Context: an optimization exercise on an open-source flow, tuned for small area and a short achievable clock period. The choices shown serve that exercise and are no tape-out recipe. The RTL was checked by simulation tests, not by an equivalence proof against the original design. No activity file was given, so power comes from the tool's default toggle rates.

[flow/flow/run.sh]
#!/bin/bash
# Layout flow: the standard layout (standard.sh), with buf_2 cells as the
# port buffers instead of the default choice. Everything else is unchanged.
set -eo pipefail
export BUFFER_PORTS_ARGS="-buffer_cell sky130_fd_sc_hd__buf_2"
bash standard.sh > standard.log 2>&1
[flow/standard.sh]
#!/bin/bash
# synth_recipe.tcl (not shown) runs the flow's synth.tcl, then flattens the netlist and writes it again
# the make line also repeats each setting of config.mk as NAME=value (left out here)
make -C /OpenROAD-flow-scripts/flow DESIGN_CONFIG=/design/flow/config.mk WORK_HOME=/design/flow/orfs CLKGATE_MAP_FILE= SYNTH_SCRIPT=/design/flow/synth_recipe.tcl "${@:-finish}"
[flow/config.mk]
export PLATFORM = sky130hd
export DESIGN_NAME = mac
export DESIGN_NICKNAME = mac
export VERILOG_FILES = /design/flow/design.v
export SDC_FILE = /design/flow/constraint.sdc
export NUM_CORES = 4
export LEC_CHECK = 0
export CAP_MARGIN = 20
export CORE_MARGIN = 2
export CORE_UTILIZATION = 60
export CTS_CLUSTER_DIAMETER = 80
export CTS_CLUSTER_SIZE = 30
export SETUP_SLACK_MARGIN = 4.2
export SLEW_MARGIN = 20
export SYNTH_HIERARCHICAL = 1
[flow/constraint.sdc]
create_clock -name core_clock -period 6.5 [get_ports {clk}]
set_input_delay 1.3000 -clock core_clock [delete_from_list [all_inputs] [get_ports {clk}]]
set_output_delay 1.3000 -clock core_clock [all_outputs]
set_load 0.01 [all_outputs]
[flow/design.v]
`timescale 1ns/1ps
module mac (
    input clk,
    input rst,
    input [15:0] a,
    input [15:0] b,
    input [31:0] acc_in,
    output [31:0] acc_out
);
reg [15:0] ar;
reg [7:0] one_r, two_r, neg_r;
reg b15r;
reg [103:0] t0;
reg [31:0] bs3;          
reg [6:0] bc3;           
reg [2:0] v;             
reg [31:0] t4;           
reg [6:0] g4;            
reg [31:0] s5;           
wire one_d0 = b[0] ^ 1'b0;
wire two_d0 = (b[1] & ~b[0] & ~1'b0) | (~b[1] & b[0] & 1'b0);
wire neg_d0 = b[1];
wire one0 = one_r[0];
wire two0 = two_r[0];
wire neg0 = neg_r[0];
wire one_d1 = b[2] ^ b[1];
wire two_d1 = (b[3] & ~b[2] & ~b[1]) | (~b[3] & b[2] & b[1]);
wire neg_d1 = b[3];
wire one1 = one_r[1];
wire two1 = two_r[1];
wire neg1 = neg_r[1];
wire one_d2 = b[4] ^ b[3];
wire two_d2 = (b[5] & ~b[4] & ~b[3]) | (~b[5] & b[4] & b[3]);
wire neg_d2 = b[5];
wire one2 = one_r[2];
wire two2 = two_r[2];
wire neg2 = neg_r[2];
wire one_d3 = b[6] ^ b[5];
wire two_d3 = (b[7] & ~b[6] & ~b[5]) | (~b[7] & b[6] & b[5]);
wire neg_d3 = b[7];
wire one3 = one_r[3];
wire two3 = two_r[3];
wire neg3 = neg_r[3];
wire one_d4 = b[8] ^ b[7];
wire two_d4 = (b[9] & ~b[8] & ~b[7]) | (~b[9] & b[8] & b[7]);
wire neg_d4 = b[9];
wire one4 = one_r[4];
wire two4 = two_r[4];
wire neg4 = neg_r[4];
wire one_d5 = b[10] ^ b[9];
wire two_d5 = (b[11] & ~b[10] & ~b[9]) | (~b[11] & b[10] & b[9]);
wire neg_d5 = b[11];
wire one5 = one_r[5];
wire two5 = two_r[5];
wire neg5 = neg_r[5];
wire one_d6 = b[12] ^ b[11];
wire two_d6 = (b[13] & ~b[12] & ~b[11]) | (~b[13] & b[12] & b[11]);
wire neg_d6 = b[13];
wire one6 = one_r[6];
wire two6 = two_r[6];
wire neg6 = neg_r[6];
wire one_d7 = b[14] ^ b[13];
wire two_d7 = (b[15] & ~b[14] & ~b[13]) | (~b[15] & b[14] & b[13]);
wire neg_d7 = b[15];
wire one7 = one_r[7];
wire two7 = two_r[7];
wire neg7 = neg_r[7];
wire pp0_0 = (one0 & ar[0]) ^ neg0;
wire pp0_1 = ((one0 & ar[1]) | (two0 & ar[0])) ^ neg0;
wire pp0_2 = ((one0 & ar[2]) | (two0 & ar[1])) ^ neg0;
wire pp0_3 = ((one0 & ar[3]) | (two0 & ar[2])) ^ neg0;
wire pp0_4 = ((one0 & ar[4]) | (two0 & ar[3])) ^ neg0;
wire pp0_5 = ((one0 & ar[5]) | (two0 & ar[4])) ^ neg0;
wire pp0_6 = ((one0 & ar[6]) | (two0 & ar[5])) ^ neg0;
wire pp0_7 = ((one0 & ar[7]) | (two0 & ar[6])) ^ neg0;
wire pp0_8 = ((one0 & ar[8]) | (two0 & ar[7])) ^ neg0;
wire pp0_9 = ((one0 & ar[9]) | (two0 & ar[8])) ^ neg0;
wire pp0_10 = ((one0 & ar[10]) | (two0 & ar[9])) ^ neg0;
wire pp0_11 = ((one0 & ar[11]) | (two0 & ar[10])) ^ neg0;
wire pp0_12 = ((one0 & ar[12]) | (two0 & ar[11])) ^ neg0;
wire pp0_13 = ((one0 & ar[13]) | (two0 & ar[12])) ^ neg0;
wire pp0_14 = ((one0 & ar[14]) | (two0 & ar[13])) ^ neg0;
wire pp0_15 = ((one0 & ar[15]) | (two0 & ar[14])) ^ neg0;
wire pp0_16 = (two0 & ar[15]) ^ neg0;
wire nsg0 = ~neg0;
wire pp1_0 = (one1 & ar[0]) ^ neg1;
wire pp1_1 = ((one1 & ar[1]) | (two1 & ar[0])) ^ neg1;
wire pp1_2 = ((one1 & ar[2]) | (two1 & ar[1])) ^ neg1;
wire pp1_3 = ((one1 & ar[3]) | (two1 & ar[2])) ^ neg1;
wire pp1_4 = ((one1 & ar[4]) | (two1 & ar[3])) ^ neg1;
wire pp1_5 = ((one1 & ar[5]) | (two1 & ar[4])) ^ neg1;
wire pp1_6 = ((one1 & ar[6]) | (two1 & ar[5])) ^ neg1;
wire pp1_7 = ((one1 & ar[7]) | (two1 & ar[6])) ^ neg1;
wire pp1_8 = ((one1 & ar[8]) | (two1 & ar[7])) ^ neg1;
wire pp1_9 = ((one1 & ar[9]) | (two1 & ar[8])) ^ neg1;
wire pp1_10 = ((one1 & ar[10]) | (two1 & ar[9])) ^ neg1;
wire pp1_11 = ((one1 & ar[11]) | (two1 & ar[10])) ^ neg1;
wire pp1_12 = ((one1 & ar[12]) | (two1 & ar[11])) ^ neg1;
wire pp1_13 = ((one1 & ar[13]) | (two1 & ar[12])) ^ neg1;
wire pp1_14 = ((one1 & ar[14]) | (two1 & ar[13])) ^ neg1;
wire pp1_15 = ((one1 & ar[15]) | (two1 & ar[14])) ^ neg1;
wire pp1_16 = (two1 & ar[15]) ^ neg1;
wire nsg1 = ~neg1;
wire pp2_0 = (one2 & ar[0]) ^ neg2;
wire pp2_1 = ((one2 & ar[1]) | (two2 & ar[0])) ^ neg2;
wire pp2_2 = ((one2 & ar[2]) | (two2 & ar[1])) ^ neg2;
wire pp2_3 = ((one2 & ar[3]) | (two2 & ar[2])) ^ neg2;
wire pp2_4 = ((one2 & ar[4]) | (two2 & ar[3])) ^ neg2;
wire pp2_5 = ((one2 & ar[5]) | (two2 & ar[4])) ^ neg2;
wire pp2_6 = ((one2 & ar[6]) | (two2 & ar[5])) ^ neg2;
wire pp2_7 = ((one2 & ar[7]) | (two2 & ar[6])) ^ neg2;
wire pp2_8 = ((one2 & ar[8]) | (two2 & ar[7])) ^ neg2;
wire pp2_9 = ((one2 & ar[9]) | (two2 & ar[8])) ^ neg2;
wire pp2_10 = ((one2 & ar[10]) | (two2 & ar[9])) ^ neg2;
wire pp2_11 = ((one2 & ar[11]) | (two2 & ar[10])) ^ neg2;
wire pp2_12 = ((one2 & ar[12]) | (two2 & ar[11])) ^ neg2;
wire pp2_13 = ((one2 & ar[13]) | (two2 & ar[12])) ^ neg2;
wire pp2_14 = ((one2 & ar[14]) | (two2 & ar[13])) ^ neg2;
wire pp2_15 = ((one2 & ar[15]) | (two2 & ar[14])) ^ neg2;
wire pp2_16 = (two2 & ar[15]) ^ neg2;
wire nsg2 = ~neg2;
wire pp3_0 = (one3 & ar[0]) ^ neg3;
wire pp3_1 = ((one3 & ar[1]) | (two3 & ar[0])) ^ neg3;
wire pp3_2 = ((one3 & ar[2]) | (two3 & ar[1])) ^ neg3;
wire pp3_3 = ((one3 & ar[3]) | (two3 & ar[2])) ^ neg3;
wire pp3_4 = ((one3 & ar[4]) | (two3 & ar[3])) ^ neg3;
wire pp3_5 = ((one3 & ar[5]) | (two3 & ar[4])) ^ neg3;
wire pp3_6 = ((one3 & ar[6]) | (two3 & ar[5])) ^ neg3;
wire pp3_7 = ((one3 & ar[7]) | (two3 & ar[6])) ^ neg3;
wire pp3_8 = ((one3 & ar[8]) | (two3 & ar[7])) ^ neg3;
wire pp3_9 = ((one3 & ar[9]) | (two3 & ar[8])) ^ neg3;
wire pp3_10 = ((one3 & ar[10]) | (two3 & ar[9])) ^ neg3;
wire pp3_11 = ((one3 & ar[11]) | (two3 & ar[10])) ^ neg3;
wire pp3_12 = ((one3 & ar[12]) | (two3 & ar[11])) ^ neg3;
wire pp3_13 = ((one3 & ar[13]) | (two3 & ar[12])) ^ neg3;
wire pp3_14 = ((one3 & ar[14]) | (two3 & ar[13])) ^ neg3;
wire pp3_15 = ((one3 & ar[15]) | (two3 & ar[14])) ^ neg3;
wire pp3_16 = (two3 & ar[15]) ^ neg3;
wire nsg3 = ~neg3;
wire pp4_0 = (one4 & ar[0]) ^ neg4;
wire pp4_1 = ((one4 & ar[1]) | (two4 & ar[0])) ^ neg4;
wire pp4_2 = ((one4 & ar[2]) | (two4 & ar[1])) ^ neg4;
wire pp4_3 = ((one4 & ar[3]) | (two4 & ar[2])) ^ neg4;
wire pp4_4 = ((one4 & ar[4]) | (two4 & ar[3])) ^ neg4;
wire pp4_5 = ((one4 & ar[5]) | (two4 & ar[4])) ^ neg4;
wire pp4_6 = ((one4 & ar[6]) | (two4 & ar[5])) ^ neg4;
wire pp4_7 = ((one4 & ar[7]) | (two4 & ar[6])) ^ neg4;
wire pp4_8 = ((one4 & ar[8]) | (two4 & ar[7])) ^ neg4;
wire pp4_9 = ((one4 & ar[9]) | (two4 & ar[8])) ^ neg4;
wire pp4_10 = ((one4 & ar[10]) | (two4 & ar[9])) ^ neg4;
wire pp4_11 = ((one4 & ar[11]) | (two4 & ar[10])) ^ neg4;
wire pp4_12 = ((one4 & ar[12]) | (two4 & ar[11])) ^ neg4;
wire pp4_13 = ((one4 & ar[13]) | (two4 & ar[12])) ^ neg4;
wire pp4_14 = ((one4 & ar[14]) | (two4 & ar[13])) ^ neg4;
wire pp4_15 = ((one4 & ar[15]) | (two4 & ar[14])) ^ neg4;
wire pp4_16 = (two4 & ar[15]) ^ neg4;
wire nsg4 = ~neg4;
wire pp5_0 = (one5 & ar[0]) ^ neg5;
wire pp5_1 = ((one5 & ar[1]) | (two5 & ar[0])) ^ neg5;
wire pp5_2 = ((one5 & ar[2]) | (two5 & ar[1])) ^ neg5;
wire pp5_3 = ((one5 & ar[3]) | (two5 & ar[2])) ^ neg5;
wire pp5_4 = ((one5 & ar[4]) | (two5 & ar[3])) ^ neg5;
wire pp5_5 = ((one5 & ar[5]) | (two5 & ar[4])) ^ neg5;
wire pp5_6 = ((one5 & ar[6]) | (two5 & ar[5])) ^ neg5;
wire pp5_7 = ((one5 & ar[7]) | (two5 & ar[6])) ^ neg5;
wire pp5_8 = ((one5 & ar[8]) | (two5 & ar[7])) ^ neg5;
wire pp5_9 = ((one5 & ar[9]) | (two5 & ar[8])) ^ neg5;
wire pp5_10 = ((one5 & ar[10]) | (two5 & ar[9])) ^ neg5;
wire pp5_11 = ((one5 & ar[11]) | (two5 & ar[10])) ^ neg5;
wire pp5_12 = ((one5 & ar[12]) | (two5 & ar[11])) ^ neg5;
wire pp5_13 = ((one5 & ar[13]) | (two5 & ar[12])) ^ neg5;
wire pp5_14 = ((one5 & ar[14]) | (two5 & ar[13])) ^ neg5;
wire pp5_15 = ((one5 & ar[15]) | (two5 & ar[14])) ^ neg5;
wire pp5_16 = (two5 & ar[15]) ^ neg5;
wire nsg5 = ~neg5;
wire pp6_0 = (one6 & ar[0]) ^ neg6;
wire pp6_1 = ((one6 & ar[1]) | (two6 & ar[0])) ^ neg6;
wire pp6_2 = ((one6 & ar[2]) | (two6 & ar[1])) ^ neg6;
wire pp6_3 = ((one6 & ar[3]) | (two6 & ar[2])) ^ neg6;
wire pp6_4 = ((one6 & ar[4]) | (two6 & ar[3])) ^ neg6;
wire pp6_5 = ((one6 & ar[5]) | (two6 & ar[4])) ^ neg6;
wire pp6_6 = ((one6 & ar[6]) | (two6 & ar[5])) ^ neg6;
wire pp6_7 = ((one6 & ar[7]) | (two6 & ar[6])) ^ neg6;
wire pp6_8 = ((one6 & ar[8]) | (two6 & ar[7])) ^ neg6;
wire pp6_9 = ((one6 & ar[9]) | (two6 & ar[8])) ^ neg6;
wire pp6_10 = ((one6 & ar[10]) | (two6 & ar[9])) ^ neg6;
wire pp6_11 = ((one6 & ar[11]) | (two6 & ar[10])) ^ neg6;
wire pp6_12 = ((one6 & ar[12]) | (two6 & ar[11])) ^ neg6;
wire pp6_13 = ((one6 & ar[13]) | (two6 & ar[12])) ^ neg6;
wire pp6_14 = ((one6 & ar[14]) | (two6 & ar[13])) ^ neg6;
wire pp6_15 = ((one6 & ar[15]) | (two6 & ar[14])) ^ neg6;
wire pp6_16 = (two6 & ar[15]) ^ neg6;
wire nsg6 = ~neg6;
wire pp7_0 = (one7 & ar[0]) ^ neg7;
wire pp7_1 = ((one7 & ar[1]) | (two7 & ar[0])) ^ neg7;
wire pp7_2 = ((one7 & ar[2]) | (two7 & ar[1])) ^ neg7;
wire pp7_3 = ((one7 & ar[3]) | (two7 & ar[2])) ^ neg7;
wire pp7_4 = ((one7 & ar[4]) | (two7 & ar[3])) ^ neg7;
wire pp7_5 = ((one7 & ar[5]) | (two7 & ar[4])) ^ neg7;
wire pp7_6 = ((one7 & ar[6]) | (two7 & ar[5])) ^ neg7;
wire pp7_7 = ((one7 & ar[7]) | (two7 & ar[6])) ^ neg7;
wire pp7_8 = ((one7 & ar[8]) | (two7 & ar[7])) ^ neg7;
wire pp7_9 = ((one7 & ar[9]) | (two7 & ar[8])) ^ neg7;
wire pp7_10 = ((one7 & ar[10]) | (two7 & ar[9])) ^ neg7;
wire pp7_11 = ((one7 & ar[11]) | (two7 & ar[10])) ^ neg7;
wire pp7_12 = ((one7 & ar[12]) | (two7 & ar[11])) ^ neg7;
wire pp7_13 = ((one7 & ar[13]) | (two7 & ar[12])) ^ neg7;
wire pp7_14 = ((one7 & ar[14]) | (two7 & ar[13])) ^ neg7;
wire pp7_15 = ((one7 & ar[15]) | (two7 & ar[14])) ^ neg7;
wire pp7_16 = (two7 & ar[15]) ^ neg7;
wire nsg7 = ~neg7;
wire pp8_0 = ar[0] & b15r;
wire pp8_1 = ar[1] & b15r;
wire pp8_2 = ar[2] & b15r;
wire pp8_3 = ar[3] & b15r;
wire pp8_4 = ar[4] & b15r;
wire pp8_5 = ar[5] & b15r;
wire pp8_6 = ar[6] & b15r;
wire pp8_7 = ar[7] & b15r;
wire pp8_8 = ar[8] & b15r;
wire pp8_9 = ar[9] & b15r;
wire pp8_10 = ar[10] & b15r;
wire pp8_11 = ar[11] & b15r;
wire pp8_12 = ar[12] & b15r;
wire pp8_13 = ar[13] & b15r;
wire pp8_14 = ar[14] & b15r;
wire pp8_15 = ar[15] & b15r;
wire s_1, c_2;
ha us_1 (.a(neg5), .b(pp0_10), .s(s_1), .co(c_2));
wire s_3, c_4;
ha us_3 (.a(pp0_11), .b(pp1_9), .s(s_3), .co(c_4));
wire s_5, c_6;
fa us_5 (.a(neg6), .b(pp0_12), .c(pp1_10), .s(s_5), .co(c_6));
wire s_7, c_8;
ha us_7 (.a(pp2_8), .b(pp3_6), .s(s_7), .co(c_8));
wire s_9, c_10;
fa us_9 (.a(pp0_13), .b(pp1_11), .c(pp2_9), .s(s_9), .co(c_10));
wire s_11, c_12;
ha us_11 (.a(pp3_7), .b(pp4_5), .s(s_11), .co(c_12));
wire s_13, c_14;
fa us_13 (.a(neg7), .b(pp0_14), .c(pp1_12), .s(s_13), .co(c_14));
wire s_15, c_16;
fa us_15 (.a(pp2_10), .b(pp3_8), .c(pp4_6), .s(s_15), .co(c_16));
wire s_17, c_18;
ha us_17 (.a(pp5_4), .b(pp6_2), .s(s_17), .co(c_18));
wire s_19, c_20;
fa us_19 (.a(pp0_15), .b(pp1_13), .c(pp2_11), .s(s_19), .co(c_20));
wire s_21, c_22;
fa us_21 (.a(pp3_9), .b(pp4_7), .c(pp5_5), .s(s_21), .co(c_22));
wire s_23, c_24;
ha us_23 (.a(pp6_3), .b(pp7_1), .s(s_23), .co(c_24));
wire s_25, c_26;
fa us_25 (.a(pp8_0), .b(pp0_16), .c(pp1_14), .s(s_25), .co(c_26));
wire s_27, c_28;
fa us_27 (.a(pp2_12), .b(pp3_10), .c(pp4_8), .s(s_27), .co(c_28));
wire s_29, c_30;
fa us_29 (.a(pp5_6), .b(pp6_4), .c(pp7_2), .s(s_29), .co(c_30));
wire s_31, c_32;
fa us_31 (.a(neg0), .b(pp8_1), .c(pp1_15), .s(s_31), .co(c_32));
wire s_33, c_34;
fa us_33 (.a(pp2_13), .b(pp3_11), .c(pp4_9), .s(s_33), .co(c_34));
wire s_35, c_36;
fa us_35 (.a(pp5_7), .b(pp6_5), .c(pp7_3), .s(s_35), .co(c_36));
wire s_37, c_38;
fa us_37 (.a(neg0), .b(pp8_2), .c(pp1_16), .s(s_37), .co(c_38));
wire s_39, c_40;
fa us_39 (.a(pp2_14), .b(pp3_12), .c(pp4_10), .s(s_39), .co(c_40));
wire s_41, c_42;
fa us_41 (.a(pp5_8), .b(pp6_6), .c(pp7_4), .s(s_41), .co(c_42));
wire s_43, c_44;
fa us_43 (.a(nsg1), .b(nsg0), .c(pp8_3), .s(s_43), .co(c_44));
wire s_45, c_46;
fa us_45 (.a(pp2_15), .b(pp3_13), .c(pp4_11), .s(s_45), .co(c_46));
wire s_47, c_48;
fa us_47 (.a(pp5_9), .b(pp6_7), .c(pp7_5), .s(s_47), .co(c_48));
wire s_49 = ~(pp8_4 ^ pp2_16);
wire c_50 = pp8_4 | pp2_16;
wire s_51, c_52;
fa us_51 (.a(pp3_14), .b(pp4_12), .c(pp5_10), .s(s_51), .co(c_52));
wire s_53, c_54;
ha us_53 (.a(pp6_8), .b(pp7_6), .s(s_53), .co(c_54));
wire s_55, c_56;
fa us_55 (.a(nsg2), .b(pp8_5), .c(pp3_15), .s(s_55), .co(c_56));
wire s_57, c_58;
fa us_57 (.a(pp4_13), .b(pp5_11), .c(pp6_9), .s(s_57), .co(c_58));
wire s_59 = ~(pp8_6 ^ pp3_16);
wire c_60 = pp8_6 | pp3_16;
wire s_61, c_62;
ha us_61 (.a(pp4_14), .b(pp5_12), .s(s_61), .co(c_62));
wire s_63, c_64;
fa us_63 (.a(nsg3), .b(pp8_7), .c(pp4_15), .s(s_63), .co(c_64));
wire s_65 = ~pp8_8;
wire c_66 = pp8_8;
wire s_67, c_68;
ha us_67 (.a(neg3), .b(pp0_6), .s(s_67), .co(c_68));
wire s_69, c_70;
ha us_69 (.a(pp0_7), .b(pp1_5), .s(s_69), .co(c_70));
wire s_71, c_72;
fa us_71 (.a(neg4), .b(pp0_8), .c(pp1_6), .s(s_71), .co(c_72));
wire s_73, c_74;
ha us_73 (.a(pp2_4), .b(pp3_2), .s(s_73), .co(c_74));
wire s_75, c_76;
fa us_75 (.a(pp0_9), .b(pp1_7), .c(pp2_5), .s(s_75), .co(c_76));
wire s_77, c_78;
ha us_77 (.a(pp3_3), .b(pp4_1), .s(s_77), .co(c_78));
wire s_79, c_80;
fa us_79 (.a(pp1_8), .b(pp2_6), .c(pp3_4), .s(s_79), .co(c_80));
wire s_81, c_82;
fa us_81 (.a(pp4_2), .b(pp5_0), .c(s_1), .s(s_81), .co(c_82));
wire s_83, c_84;
fa us_83 (.a(pp2_7), .b(pp3_5), .c(pp4_3), .s(s_83), .co(c_84));
wire s_85, c_86;
fa us_85 (.a(pp5_1), .b(c_2), .c(s_3), .s(s_85), .co(c_86));
wire s_87, c_88;
fa us_87 (.a(pp4_4), .b(pp5_2), .c(pp6_0), .s(s_87), .co(c_88));
wire s_89, c_90;
fa us_89 (.a(c_4), .b(s_7), .c(s_5), .s(s_89), .co(c_90));
wire s_91, c_92;
fa us_91 (.a(pp5_3), .b(pp6_1), .c(c_8), .s(s_91), .co(c_92));
wire s_93, c_94;
fa us_93 (.a(s_11), .b(c_6), .c(s_9), .s(s_93), .co(c_94));
wire s_95, c_96;
fa us_95 (.a(pp7_0), .b(c_12), .c(s_17), .s(s_95), .co(c_96));
wire s_97, c_98;
fa us_97 (.a(c_10), .b(s_13), .c(s_15), .s(s_97), .co(c_98));
wire s_99, c_100;
fa us_99 (.a(c_18), .b(s_23), .c(c_14), .s(s_99), .co(c_100));
wire s_101, c_102;
fa us_101 (.a(c_16), .b(s_19), .c(s_21), .s(s_101), .co(c_102));
wire s_103, c_104;
fa us_103 (.a(c_24), .b(c_20), .c(c_22), .s(s_103), .co(c_104));
wire s_105, c_106;
fa us_105 (.a(s_25), .b(s_27), .c(s_29), .s(s_105), .co(c_106));
wire s_107, c_108;
fa us_107 (.a(c_26), .b(c_28), .c(c_30), .s(s_107), .co(c_108));
wire s_109, c_110;
fa us_109 (.a(s_31), .b(s_33), .c(s_35), .s(s_109), .co(c_110));
wire s_111, c_112;
fa us_111 (.a(c_32), .b(c_34), .c(c_36), .s(s_111), .co(c_112));
wire s_113, c_114;
fa us_113 (.a(s_37), .b(s_39), .c(s_41), .s(s_113), .co(c_114));
wire s_115, c_116;
fa us_115 (.a(s_43), .b(c_38), .c(c_40), .s(s_115), .co(c_116));
wire s_117, c_118;
fa us_117 (.a(c_42), .b(s_45), .c(s_47), .s(s_117), .co(c_118));
wire s_119, c_120;
fa us_119 (.a(c_44), .b(s_49), .c(s_53), .s(s_119), .co(c_120));
wire s_121, c_122;
fa us_121 (.a(c_46), .b(c_48), .c(s_51), .s(s_121), .co(c_122));
wire s_123, c_124;
fa us_123 (.a(pp7_7), .b(c_50), .c(c_54), .s(s_123), .co(c_124));
wire s_125, c_126;
fa us_125 (.a(c_52), .b(s_55), .c(s_57), .s(s_125), .co(c_126));
wire s_127, c_128;
fa us_127 (.a(pp6_10), .b(pp7_8), .c(s_59), .s(s_127), .co(c_128));
wire s_129, c_130;
fa us_129 (.a(s_61), .b(c_56), .c(c_58), .s(s_129), .co(c_130));
wire s_131, c_132;
fa us_131 (.a(pp5_13), .b(pp6_11), .c(pp7_9), .s(s_131), .co(c_132));
wire s_133, c_134;
fa us_133 (.a(c_60), .b(c_62), .c(s_63), .s(s_133), .co(c_134));
wire s_135, c_136;
fa us_135 (.a(s_65), .b(pp4_16), .c(pp5_14), .s(s_135), .co(c_136));
wire s_137, c_138;
fa us_137 (.a(pp6_12), .b(pp7_10), .c(c_64), .s(s_137), .co(c_138));
wire s_139, c_140;
fa us_139 (.a(nsg4), .b(c_66), .c(pp8_9), .s(s_139), .co(c_140));
wire s_141, c_142;
fa us_141 (.a(pp5_15), .b(pp6_13), .c(pp7_11), .s(s_141), .co(c_142));
wire s_143 = ~(pp8_10 ^ pp5_16);
wire c_144 = pp8_10 | pp5_16;
wire s_145, c_146;
ha us_145 (.a(pp6_14), .b(pp7_12), .s(s_145), .co(c_146));
wire s_147, c_148;
fa us_147 (.a(nsg5), .b(pp8_11), .c(pp6_15), .s(s_147), .co(c_148));
wire s_149 = ~pp8_12;
wire c_150 = pp8_12;
wire s_151, c_152;
fa us_151 (.a(neg1), .b(pp0_2), .c(pp1_0), .s(s_151), .co(c_152));
wire s_153, c_154;
fa us_153 (.a(neg2), .b(pp0_4), .c(pp1_2), .s(s_153), .co(c_154));
wire s_155, c_156;
fa us_155 (.a(nsg6), .b(c_150), .c(pp8_13), .s(s_155), .co(c_156));
wire s_157 = ~(pp8_14 ^ pp7_16);
wire c_158 = pp8_14 | pp7_16;
wire s_159, c_160;
fa us_159 (.a(nsg7), .b(pp8_15), .c(c_158), .s(s_159), .co(c_160));
wire s_161, c_162;
fa us_161 (.a(pp0_3), .b(pp1_1), .c(c_152), .s(s_161), .co(c_162));
wire s_163, c_164;
fa us_163 (.a(s_149), .b(pp6_16), .c(pp7_14), .s(s_163), .co(c_164));
wire s_165, c_166;
fa us_165 (.a(pp7_15), .b(s_155), .c(c_164), .s(s_165), .co(c_166));
wire s_167, c_168;
fa us_167 (.a(pp7_13), .b(c_144), .c(c_146), .s(s_167), .co(c_168));
wire s_169, c_170;
fa us_169 (.a(c_140), .b(s_143), .c(s_145), .s(s_169), .co(c_170));
wire s_171, c_172;
fa us_171 (.a(s_139), .b(c_136), .c(s_141), .s(s_171), .co(c_172));
wire s_173, c_174;
ha us_173 (.a(t0[8]), .b(t0[9]), .s(s_173), .co(c_174));
wire s_175, c_176;
fa us_175 (.a(t0[12]), .b(t0[13]), .c(t0[14]), .s(s_175), .co(c_176));
wire s_177, c_178;
fa us_177 (.a(t0[16]), .b(t0[17]), .c(t0[18]), .s(s_177), .co(c_178));
wire s_179, c_180;
fa us_179 (.a(t0[20]), .b(t0[21]), .c(t0[22]), .s(s_179), .co(c_180));
wire s_181, c_182;
fa us_181 (.a(t0[24]), .b(t0[25]), .c(t0[26]), .s(s_181), .co(c_182));
wire s_183, c_184;
fa us_183 (.a(t0[28]), .b(t0[29]), .c(t0[30]), .s(s_183), .co(c_184));
wire s_185, c_186;
fa us_185 (.a(t0[32]), .b(t0[33]), .c(t0[34]), .s(s_185), .co(c_186));
wire s_187, c_188;
fa us_187 (.a(t0[36]), .b(t0[37]), .c(t0[38]), .s(s_187), .co(c_188));
wire s_189, c_190;
fa us_189 (.a(t0[40]), .b(t0[41]), .c(t0[42]), .s(s_189), .co(c_190));
wire s_191, c_192;
fa us_191 (.a(t0[44]), .b(t0[45]), .c(t0[46]), .s(s_191), .co(c_192));
wire s_193, c_194;
fa us_193 (.a(t0[48]), .b(t0[49]), .c(t0[50]), .s(s_193), .co(c_194));
wire s_195, c_196;
fa us_195 (.a(t0[52]), .b(t0[53]), .c(t0[54]), .s(s_195), .co(c_196));
wire s_197, c_198;
fa us_197 (.a(t0[56]), .b(t0[57]), .c(t0[58]), .s(s_197), .co(c_198));
wire s_199, c_200;
fa us_199 (.a(t0[60]), .b(t0[61]), .c(t0[62]), .s(s_199), .co(c_200));
wire s_201, c_202;
fa us_201 (.a(t0[64]), .b(t0[65]), .c(t0[66]), .s(s_201), .co(c_202));
wire s_203, c_204;
fa us_203 (.a(t0[68]), .b(t0[69]), .c(t0[70]), .s(s_203), .co(c_204));
wire s_205, c_206;
fa us_205 (.a(t0[72]), .b(t0[73]), .c(t0[74]), .s(s_205), .co(c_206));
wire s_207, c_208;
fa us_207 (.a(t0[76]), .b(t0[77]), .c(t0[78]), .s(s_207), .co(c_208));
wire s_209, c_210;
fa us_209 (.a(t0[80]), .b(t0[81]), .c(t0[82]), .s(s_209), .co(c_210));
wire s_211, c_212;
fa us_211 (.a(t0[84]), .b(t0[85]), .c(t0[86]), .s(s_211), .co(c_212));
wire s_213, c_214;
ha us_213 (.a(t0[5]), .b(t0[6]), .s(s_213), .co(c_214));
wire s_215, c_216;
fa us_215 (.a(t0[10]), .b(t0[11]), .c(s_173), .s(s_215), .co(c_216));
wire s_217, c_218;
fa us_217 (.a(t0[15]), .b(c_174), .c(s_175), .s(s_217), .co(c_218));
wire s_219, c_220;
fa us_219 (.a(t0[19]), .b(c_176), .c(s_177), .s(s_219), .co(c_220));
wire s_221, c_222;
fa us_221 (.a(t0[23]), .b(c_178), .c(s_179), .s(s_221), .co(c_222));
wire s_223, c_224;
fa us_223 (.a(t0[27]), .b(c_180), .c(s_181), .s(s_223), .co(c_224));
wire s_225, c_226;
fa us_225 (.a(t0[31]), .b(c_182), .c(s_183), .s(s_225), .co(c_226));
wire s_227, c_228;
fa us_227 (.a(t0[35]), .b(c_184), .c(s_185), .s(s_227), .co(c_228));
wire s_229, c_230;
fa us_229 (.a(t0[39]), .b(c_186), .c(s_187), .s(s_229), .co(c_230));
wire s_231, c_232;
fa us_231 (.a(t0[43]), .b(c_188), .c(s_189), .s(s_231), .co(c_232));
wire s_233, c_234;
fa us_233 (.a(t0[47]), .b(c_190), .c(s_191), .s(s_233), .co(c_234));
wire s_235, c_236;
fa us_235 (.a(t0[51]), .b(c_192), .c(s_193), .s(s_235), .co(c_236));
wire s_237, c_238;
fa us_237 (.a(t0[55]), .b(c_194), .c(s_195), .s(s_237), .co(c_238));
wire s_239, c_240;
fa us_239 (.a(t0[59]), .b(c_196), .c(s_197), .s(s_239), .co(c_240));
wire s_241, c_242;
fa us_241 (.a(t0[63]), .b(c_198), .c(s_199), .s(s_241), .co(c_242));
wire s_243, c_244;
fa us_243 (.a(t0[67]), .b(c_200), .c(s_201), .s(s_243), .co(c_244));
wire s_245, c_246;
fa us_245 (.a(t0[71]), .b(c_202), .c(s_203), .s(s_245), .co(c_246));
wire s_247, c_248;
fa us_247 (.a(t0[75]), .b(c_204), .c(s_205), .s(s_247), .co(c_248));
wire s_249, c_250;
fa us_249 (.a(t0[79]), .b(c_206), .c(s_207), .s(s_249), .co(c_250));
wire s_251, c_252;
fa us_251 (.a(t0[83]), .b(c_208), .c(s_209), .s(s_251), .co(c_252));
wire s_253, c_254;
fa us_253 (.a(t0[87]), .b(c_210), .c(s_211), .s(s_253), .co(c_254));
wire s_255, c_256;
fa us_255 (.a(t0[88]), .b(t0[89]), .c(c_212), .s(s_255), .co(c_256));
wire s_257, c_258;
fa us_257 (.a(t0[90]), .b(t0[91]), .c(t0[92]), .s(s_257), .co(c_258));
wire s_259, c_260;
fa us_259 (.a(t0[93]), .b(t0[94]), .c(t0[95]), .s(s_259), .co(c_260));
wire s_261, c_262;
fa us_261 (.a(t0[96]), .b(t0[97]), .c(t0[98]), .s(s_261), .co(c_262));
wire s_263, c_264;
ha us_263 (.a(t0[100]), .b(t0[101]), .s(s_263), .co(c_264));
wire [31:0] row0 = {c_264, s_263, c_262, c_260, c_258, c_256, c_254, c_252, c_250, c_248, c_246, c_244, c_242, c_240, c_238, c_236, c_234, c_232, c_230, c_228, c_226, c_224, c_222, c_220, c_218, c_216, c_214, s_213, t0[4], t0[3], t0[2], t0[0]};
wire [31:0] row1 = {t0[103], t0[102], t0[99], s_261, s_259, s_257, s_255, s_253, s_251, s_249, s_247, s_245, s_243, s_241, s_239, s_237, s_235, s_233, s_231, s_229, s_227, s_225, s_223, s_221, s_219, s_217, s_215, t0[7], 1'b0, 1'b0, 1'b0, t0[1]};
wire [4:0] cs_0 = {1'b0, row0[3:0]} + {1'b0, row1[3:0]};
wire [4:0] cs_1 = {1'b0, row0[7:4]} + {1'b0, row1[7:4]};
wire [4:0] cs_2 = {1'b0, row0[11:8]} + {1'b0, row1[11:8]};
wire [4:0] cs_3 = {1'b0, row0[15:12]} + {1'b0, row1[15:12]};
wire [4:0] cs_4 = {1'b0, row0[19:16]} + {1'b0, row1[19:16]};
wire [4:0] cs_5 = {1'b0, row0[23:20]} + {1'b0, row1[23:20]};
wire [4:0] cs_6 = {1'b0, row0[27:24]} + {1'b0, row1[27:24]};
wire [4:0] cs_7 = {1'b0, row0[31:28]} + {1'b0, row1[31:28]};
wire [31:0] bs_d = {cs_7[3:0], cs_6[3:0], cs_5[3:0], cs_4[3:0], cs_3[3:0], cs_2[3:0], cs_1[3:0], cs_0[3:0]};
wire [6:0] bc_d = {cs_6[4], cs_5[4], cs_4[4], cs_3[4], cs_2[4], cs_1[4], cs_0[4]};
wire [31:0] xg = bs3 & {32{v[2]}};
wire [6:0] cg = bc3 & {7{v[2]}};
wire [4:0] bs_0 = {1'b0, xg[3:0]} + {1'b0, acc_in[3:0]};
wire [4:0] bs_1 = {1'b0, xg[7:4]} + {1'b0, acc_in[7:4]} + {4'd0, cg[0]};
wire [4:0] bs_2 = {1'b0, xg[11:8]} + {1'b0, acc_in[11:8]} + {4'd0, cg[1]};
wire [4:0] bs_3 = {1'b0, xg[15:12]} + {1'b0, acc_in[15:12]} + {4'd0, cg[2]};
wire [4:0] bs_4 = {1'b0, xg[19:16]} + {1'b0, acc_in[19:16]} + {4'd0, cg[3]};
wire [4:0] bs_5 = {1'b0, xg[23:20]} + {1'b0, acc_in[23:20]} + {4'd0, cg[4]};
wire [4:0] bs_6 = {1'b0, xg[27:24]} + {1'b0, acc_in[27:24]} + {4'd0, cg[5]};
wire [4:0] bs_7 = {1'b0, xg[31:28]} + {1'b0, acc_in[31:28]} + {4'd0, cg[6]};
wire [31:0] gsp = {1'b0, 1'b0, 1'b0, g4[6], 1'b0, 1'b0, 1'b0, g4[5], 1'b0, 1'b0, 1'b0, g4[4], 1'b0, 1'b0, 1'b0, g4[3], 1'b0, 1'b0, 1'b0, g4[2], 1'b0, 1'b0, 1'b0, g4[1], 1'b0, 1'b0, 1'b0, g4[0], 1'b0, 1'b0, 1'b0, 1'b0};
wire [31:0] sum = t4 + gsp;
always @(posedge clk) begin
    ar <= a;
    one_r <= {one_d7, one_d6, one_d5, one_d4, one_d3, one_d2, one_d1, one_d0};
    two_r <= {two_d7, two_d6, two_d5, two_d4, two_d3, two_d2, two_d1, two_d0};
    neg_r <= {neg_d7, neg_d6, neg_d5, neg_d4, neg_d3, neg_d2, neg_d1, neg_d0};
    b15r <= b[15];
    t0 <= {s_159, c_166, s_157, c_156, s_165, c_168, s_163, c_148, c_170, s_167, s_147, c_172, s_169, c_142, s_171, c_138, s_137, s_135, c_134, c_132, s_133, s_131, c_130, c_128, s_129, s_127, c_126, c_124, s_125, s_123, c_122, c_120, s_121, s_119, c_118, c_116, s_117, s_115, c_114, c_112, s_113, s_111, c_110, c_108, s_109, s_107, c_106, c_104, s_105, s_103, c_102, c_100, s_101, s_99, c_98, c_96, s_97, s_95, c_94, c_92, s_93, s_91, c_90, c_88, s_89, s_87, c_86, c_84, s_85, s_83, c_82, c_80, s_81, s_79, c_78, c_76, s_77, s_75, c_74, c_72, pp4_0, s_73, s_71, c_70, pp3_1, pp2_3, s_69, c_68, pp3_0, pp2_2, pp1_4, s_67, c_154, pp2_1, pp1_3, pp0_5, c_162, s_153, pp2_0, s_161, s_151, pp0_1, pp0_0, neg0};
    bs3 <= bs_d;
    bc3 <= bc_d;
end
always @(posedge clk or posedge rst) begin
  if (rst) v <= 3'd0;
  else v <= {v[1:0], 1'b1};
end
always @(posedge clk or posedge rst) begin
  if (rst) begin
    t4 <= 32'd0; g4 <= 7'd0; s5 <= 32'd0;
  end else begin
    t4 <= {bs_7[3:0], bs_6[3:0], bs_5[3:0], bs_4[3:0], bs_3[3:0], bs_2[3:0], bs_1[3:0], bs_0[3:0]};
    g4 <= {bs_6[4], bs_5[4], bs_4[4], bs_3[4], bs_2[4], bs_1[4], bs_0[4]};
    s5 <= sum;
  end
end
assign acc_out = s5;
endmodule
module fa (input a, input b, input c, output s, output co);
  assign s = a ^ b ^ c;
  assign co = (a & b) | (a & c) | (b & c);
endmodule
module ha (input a, input b, output s, output co);
  assign s = a ^ b;
  assign co = a & b;
endmodule
==> flow_metrics.env, run 1 <==
export IMPL_cts_tree="built"
export IMPL_syn_to_final_growth_pct=9.274
export IMPL_gp_congestion=0.8522
export IMPL_fin_crit_sh_pct=35.38
export IMPL_hold_violations=0
export IMPL_power_leakage_nw=6.508
export IMPL_yosys_top_cells_area="dfxtp_1, fa_1, dfrtp_1, xnor2_1, ha_1"
export IMPL_drv_cap=0
export IMPL_syn_avg_cell_area_um2=11.70
export IMPL_max_clock_freq_mhz=434.8
export IMPL_dr_total_vias=8256
export IMPL_total_power_mw=6.919
export IMPL_drive_gt1_share_pct=17.20
export IMPL_ant_nets=0
export IMPL_syn_area_um2=13800
export IMPL_grt_use_total_pct=23.01
export IMPL_drc=0
export IMPL_setup_tns_ns=0
export IMPL_grt_overflow=0
export IMPL_synthMuxAreaShare_pct=0.07252
export IMPL_synth_edff_count=0
export IMPL_grt_pass1_vias=8507
export IMPL_wl_per_cell_um=17.50
export IMPL_cp_data_required_time_ns=6.88
export IMPL_dr_first_iter_drc_count=498
export IMPL_setup_viol=0
export IMPL_final_max_slew_violation_count=0
export IMPL_grt_pass1_wl_mm=44.37
export IMPL_ys_async_sr_fraction_pct=28.79
export IMPL_hold_class="reg -> reg"
export IMPL_insertion_delay_ns=0.50
export IMPL_ys_ff_latch=257
export IMPL_maxSlewHeadroom_pct=42.69
export IMPL_synthXorXnorAreaFrac_pct=12.69
export IMPL_dieArea_um2=24230
export IMPL_htree_num_levels=1
export IMPL_die_x_um=155.7
export IMPL_path_max_fanout=2
export IMPL_worstSetupPathType="reg -> reg"
export IMPL_period_minus_slack_ns=2.300
export IMPL_dp_hpwl_mm=18.61
export IMPL_io_pins=98
export IMPL_clk_pin_slew_worst_paths_ns=0.10
export IMPL_cts_buffers=14
export IMPL_synth_ff_type="dfxtp_1"
export IMPL_start_util_pct=60.96
export IMPL_fin_nets=1492
export IMPL_synth_nets=1459
export IMPL_synth_top_family_by_area="adder cells"
export IMPL_ys_top_cells_by_count="dfxtp_1, xnor2_1, fa_1, a22oi_1, ha_1"
export IMPL_synth_most_common_cell="dfxtp_1"
export IMPL_worst_clock_skew_ns=0.02440
export IMPL_cts_sinks=257
export IMPL_grt_max_degree=75
export IMPL_max_vdd_ir_drop_v=0.0003366
export IMPL_synthSimpleGateAreaFrac_pct=5.856
export IMPL_synth_compound_area_share_pct=10.57
export IMPL_syn_inst=1180
export IMPL_diodes=0
export IMPL_rsz0062_at_grt="yes"
export IMPL_drt_vias_per_instance=5.482
export IMPL_finish_instance_area_um2=15080
export IMPL_outcome="complete, no violations"
export IMPL_port_buffers=97
export IMPL_postPlaceCellArea_um2=14430
export IMPL_synth_fa_ha_area_share_pct=26.49
export IMPL_yosysSeqAreaShare_pct=39.96
export IMPL_ys_types=48
export IMPL_die_h_um=155.7
export IMPL_cts_buffer_depth=3
export IMPL_synth_top_cell_by_area="dfxtp_1"
export IMPL_core_area_um2=22640
export IMPL_end_kind="flop"
export IMPL_antenna_found_initial=0
export IMPL_met2_length_mm=11.46
export IMPL_num_rows=55
export IMPL_ys_warn_count=7
export IMPL_tightest_slew_ns=0.8596
export IMPL_top_layer="met4"
export IMPL_synth_top_area_share_pct=26.54
export IMPL_wl_met1_mm=12.66
export IMPL_crit_path_start_kind="flop"
export IMPL_holdBufCountCts=0
export IMPL_root_buffer="clkbuf_16"
export IMPL_power_density_nw_per_um2=458.7
export IMPL_drt_wl_total_mm=26.36
export IMPL_arrival_ns=2.68
export IMPL_dr_pass1_iters=5
export IMPL_dr_wl_met3_mm=1.683
==> state kept, by name (all words and copies together), names as in the netlist, 7 cells and up <==
register	flops
neg_r	8
ar	16
two_r	8
g4	7
bc3	7
bs3	32
t0	104
s5	32
t4	32
one_r	8
==> where the power goes <==
part	leakage (nW)	switching (mW)	internal, mW
clock	0.246	0.541	0.482
combinational	3.85	1.59	1.69
sequential	2.41	0.383	2.23
total	6.51	2.51	4.40
==> cell type report <==
class | instances | area (µm²)
multi-input cells | 767 | 7799
clock inverters | 6 | 91.34
well taps | 285 | 356.6
repair buffers | 104 | 544.3
fillers | 1738 | 7559
clock buffers | 18 | 416.7
inverters | 69 | 307.8
flip-flops and latches | 257 | 5567
==> critical path: stages (launching register included) <==
cell and delay (ns):
dfxtp_2 0.34, fa_1 0.54, fa_1 0.42, ha_2 0.20
fa_2 0.35, a21o_1 0.17, a21o_1 0.17
==> final timing paths <==
path,startpoint,end,slack [ns],depth (start not counted)
worst max register to register,t0[68],bc3[5],4.20,6
worst min register to register,t4[3],s5[3],0.36,0
worst min-delay path,t4[3],s5[3],0.36,0
max in group asynchronous,rst,v[2],4.78,3
min in group asynchronous,rst,s5[16],1.10,3
worst max-delay path,t0[68],bc3[5],4.20,6
==> modules after synthesis (local to each module, per instance) <==
module  times used  cells  flip-flops and latches
mac              1   1054                     257
ha              16      1                       0
fa             110      1                       0
==> cells in the final DEF, fill, tap and decap left out, types with 12 or more instances in the layout <==
cell / Yosys / routed
nand2b_1: 17 / 17
clkbuf_16: 0 / 15
buf_2: 7 / 96
inv_1: 69 / 62
fa_2: 0 / 20
xnor2_1: 173 / 173
a21oi_1: 16 / 15
dfxtp_1: 183 / 145
o21ai_0: 18 / 12
and2_1: 29 / 29
a21o_1: 28 / 28
dfxtp_2: 0 / 38
ha_1: 81 / 73
a22oi_1: 120 / 120
dfrtp_1: 74 / 73
fa_1: 132 / 112
nand2_1: 55 / 55
xor2_1: 27 / 27
==> cell families (layout without fill, tap and decap cells) <==
| logic type | after synthesis | after routing |
|---|---|---|
| multiplexers | 1 | 1 |
| AND/OR/NAND/NOR | 152 | 152 |
| XOR/XNOR | 200 | 200 |
| adder cells (fa/ha/maj) | 213 | 213 |
| flip-flops | 257 | 257 |
| buffers and inverters | 156 | 197 |
| other | 1 | 1 |
| AO/OA/AOI/OAI | 200 | 200 |
==> timing repair <==
| action | 4_1_cts | 5_1_grt |
|---|---|---|
| setup buffers | 0 | 1 |
| endpoints found under the setup margin | 94 | 73 |
| gates cloned | 0 | 0 |
| gates resized for setup | 35 | 25 |
| pin swaps | 0 | 5 |
==> through the flow <==
stage	setup WS (ns)	instances	utilization (%)	hold slack, ns
floorplan	4.142	1180	-	0.3312
global placement	3.952	1481	63.74	0.3326
detailed placement	3.924	1481	63.74	0.3347
CTS	4.182	1505	66.27	0.3582
global route	4.141	1506	66.62	0.3660
finish	4.200	1506	66.62	0.3567
==> metal layers <==
layer	up-vias	track usage (%)
met4	0	6.116
met3	40	3.694
met1	3992	34.14
met5	-	1.449
li1	3947	-
met2	277	35.34
==> run 2, diff against run 1 <==
--- a/flow/config.mk
+++ b/flow/config.mk
@@ -8,5 +8,5 @@
 export CAP_MARGIN = 20
 export CORE_MARGIN = 2
-export CORE_UTILIZATION = 60
+export CORE_UTILIZATION = 40
 export CTS_CLUSTER_DIAMETER = 80
 export CTS_CLUSTER_SIZE = 30
==> run 2 against run 1 <==
  * Synthesized cell count stayed put
  * Wire length increased by 6.8%
  * Area after synthesis stayed put
  * Sequential cell count unchanged
  * Cell area up 1.4%
  * Sequential power is essentially flat
  * Non-clock buffer count did not move
  * Clock power increased by 6%
  * Sequential share of layout area decreased by 0.50 points
  * Die area rose by 49%
  * Final cell count rose by 11%
==> flow_metrics.env, run 2 <==
export IMPL_crit_family="adder cells"
export IMPL_cts_tree="built"
export IMPL_tightest_slew_ns=0.8993
export IMPL_ant_nets=0
export IMPL_setup_viol=0
export IMPL_cp_data_required_time_ns=6.89
export IMPL_path_cells="fa_1, fa_1, ha_2, fa_2, a21o_1, a21o_1"
export IMPL_dieArea_um2=36010
export IMPL_largest_register_ffs=104
export IMPL_path_buf_inv=0
export IMPL_holdBufCountCts=0
export IMPL_setup_tns_ns=0
export IMPL_layout_area_seq_um2=5565
export IMPL_insertion_delay_ns=0.50
export IMPL_root_buffer="clkbuf_16"
export IMPL_synth_top_cell_by_area="dfxtp_1"
export IMPL_die_x_um=189.8
export IMPL_fin_crit_sh_pct=35.65
export IMPL_yosys_top_cells_area="dfxtp_1, fa_1, dfrtp_1, xnor2_1, ha_1"
export IMPL_multiInputGateArea_um2=7795
export IMPL_grt_overflow=0
export IMPL_max_vdd_ir_drop_v=0.0002260
export IMPL_grt_pass1_vias=8721
export IMPL_drt_wl_total_mm=28.16
export IMPL_total_power_mw=6.930
export IMPL_power_leakage_nw=6.512
export IMPL_ys_ff_latch=257
export IMPL_syn_inst=1180
export IMPL_synth_edff_count=0
export IMPL_ys_top_cells_by_count="dfxtp_1, xnor2_1, fa_1, a22oi_1, ha_1"
export IMPL_synth_ff_type="dfxtp_1"
export IMPL_cts_buffers=15
export IMPL_max_stage_delay_ns=0.52
export IMPL_worstSetupPathType="reg -> reg"
export IMPL_postPlaceCellArea_um2=14640
export IMPL_fin_nets=1493
export IMPL_layout_common_cells="xnor2_1, dfxtp_1, a22oi_1"
export IMPL_worst_clock_skew_ns=0.01850
export IMPL_syn_avg_cell_area_um2=11.70
export IMPL_io_pins=98
export IMPL_diodes=0
export IMPL_maxSlewHeadroom_pct=40.05
export IMPL_hold_violations=0
export IMPL_outcome="complete, no violations"
export IMPL_grt_max_degree=75
export IMPL_fin_hold_ws_ns=0.3574
export IMPL_syn_area_um2=13800
export IMPL_cts_sinks=257
export IMPL_yosysSeqAreaShare_pct=39.96
export IMPL_synth_top_area_share_pct=26.54
export IMPL_arrival_ns=2.71
export IMPL_rsz0062_at_grt="yes"
export IMPL_antenna_found_initial=0
export IMPL_synth_nets=1459
export IMPL_core_area_um2=34290
export IMPL_port_buffers=97
export IMPL_synth_most_common_cell="dfxtp_1"
export IMPL_grt_pass1_wl_mm=46.65
export IMPL_num_fill_cells=3150
export IMPL_wl_per_cell_um=16.79
export IMPL_drv_cap=0
export IMPL_syn_to_final_growth_pct=10.76
export IMPL_critPathSlowestCell="fa_1"
export IMPL_power_density_nw_per_um2=453.3
export IMPL_drc=0
export IMPL_start_util_pct=40.25
export IMPL_path_max_fanout=2
export IMPL_drive_gt1_share_pct=17.27
export IMPL_dp_hpwl_mm=19.96
export IMPL_top_register="t0"
export IMPL_final_max_slew_violation_count=0
export IMPL_htree_num_levels=1
export IMPL_max_clock_freq_mhz=431.5
export IMPL_period_minus_slack_ns=2.317
export IMPL_layout_commonest_cell="xnor2_1"
export IMPL_num_rows=68
export IMPL_die_h_um=189.8
export IMPL_dr_first_iter_drc_count=476
export IMPL_finish_instance_area_um2=15290
export IMPL_dr_total_vias=8204
export IMPL_ys_async_sr_fraction_pct=28.79
export IMPL_clk_pin_slew_worst_paths_ns=0.11
export IMPL_end_kind="flop"
export IMPL_grt_use_total_pct=16.25
export IMPL_ys_warn_count=7
export IMPL_ys_types=48
export IMPL_gp_congestion=0.8657
export IMPL_drt_vias_per_instance=4.892
export IMPL_dr_pass1_iters=6
export IMPL_crit_path_start_kind="flop"
export IMPL_hold_class="reg -> reg"
export IMPL_cts_buffer_depth=3
[run 2: cell counts after synthesis]
Identical to the previous run, type by type.
[run 2: kinds of logic after synthesis]
family,synth area share (%)
AO/OA/AOI/OAI,10.57
other,0.02717
XOR/XNOR,12.69
flip-flops,39.96
multiplexers,0.07253
buffers and inverters,4.333
adder cells (fa/ha/maj),26.49
AND/OR/NAND/NOR,5.856
[run 2: final cells by class]
type / instances / area share, %
clock buffers: 16 / 2.545
clock inverters: 9 / 0.8021
inverters: 69 / 2.013
multi-input cells: 767 / 50.99
flip-flops and latches: 257 / 36.41
well taps: 455 / 3.724
repair buffers: 104 / 3.519
[run 2: where the power goes]
part	internal (mW)	switching, mW	total [mW]
Sequential	2.23	0.398	2.63
Combinational	1.65	1.56	3.22
Clock	0.506	0.576	1.08
Total	4.39	2.54	6.93
[run 2: worst register-to-register path, cell delays in order (launching register included)]
cell and delay, ns:
dfxtp_4 0.38, fa_1 0.52, fa_1 0.42, ha_2 0.20, fa_2 0.35, a21o_1 0.17
a21o_1 0.17
[run 2: path summary, 6_finish.rpt]
path	to	slack (ns)	start	cells after the start
setup / recovery	bc3[4]	4.18	t0[53]	6
hold / removal	s5[2]	0.36	t4[2]	0
setup reg to reg	bc3[4]	4.18	t0[53]	6
hold reg to reg	s5[2]	0.36	t4[2]	0
max in group asynchronous	v[2]	4.78	rst	3
min in group asynchronous	t4[13]	1.10	rst	3
[run 2: modules after synthesis, one instance, submodules excluded]
module	times used	area, µm²	flops+latches	cells inside
fa	110	20.02	0	1
mac	1	11400	257	1054
ha	16	12.51	0	1
[run 2: repair_timing]
| action | CTS | global route |
|---|---|---|
| setup endpoints to repair | 103 | 63 |
| gates resized for setup | 41 | 17 |
| setup buffers | 0 | 1 |
| pin swaps | 0 | 4 |
[run 2: routing by layer]
layer	routed length (µm)	vias up	GRT usage, %
met2	12570	222	25.49
met3	1956	33	3.247
met4	421	0	4.472
li1	-	3947	-
met5	0	-	0
met1	13210	4002	22.97
[run 2: through the flow]
stage / utilization (%) / instances / setup slack [ns]
floorplan: - / 1180 / 4.142
global placement: 42.71 / 1651 / 3.955
detailed placement: 42.71 / 1651 / 3.919
CTS: 44.41 / 1676 / 4.146
global route: 44.58 / 1677 / 4.127
finish: 44.58 / 1677 / 4.183

[port drivers added, routing unchanged]
The flow's constraints put no driver on any port. The routed layouts listed below were extracted and timed again, unchanged, in two steps.
Step 1 sets driving cells, clkbuf_16 on the clock port and buf_2 on the other inputs (assumed; they add their load-dependent delay and slew).
Step 2 adds t to the input delays and takes it off the output delays; t is the mean of the earliest and latest rising clock arrival at the registers after step 1. Input paths then give back, and output paths get back, about the clock's delay inside the block.
Slacks: ideal / step 1 / step 2; pairs: ideal / step 1.
| run | shift t [ns] | setup WS [ns] | clock arrival spread, ns | slew at the worst register clock pin (ns) | pins driven straight from the clock port |
|---|---|---|---|---|---|
| run 1 | 0.536 | 4.200 / 4.171 / 3.916 | 0.029 / 0.029 | 0.11 / 0.11 | 1 |
| run 2 | 0.542 | 4.183 / 4.137 / 3.922 | 0.019 / 0.019 | 0.11 / 0.11 | 1 |
After both steps setup and hold are still met in every run listed. The setup slack of run 1, which loses most, moves by -0.029 ns with the drivers and by -0.284 ns with both steps.
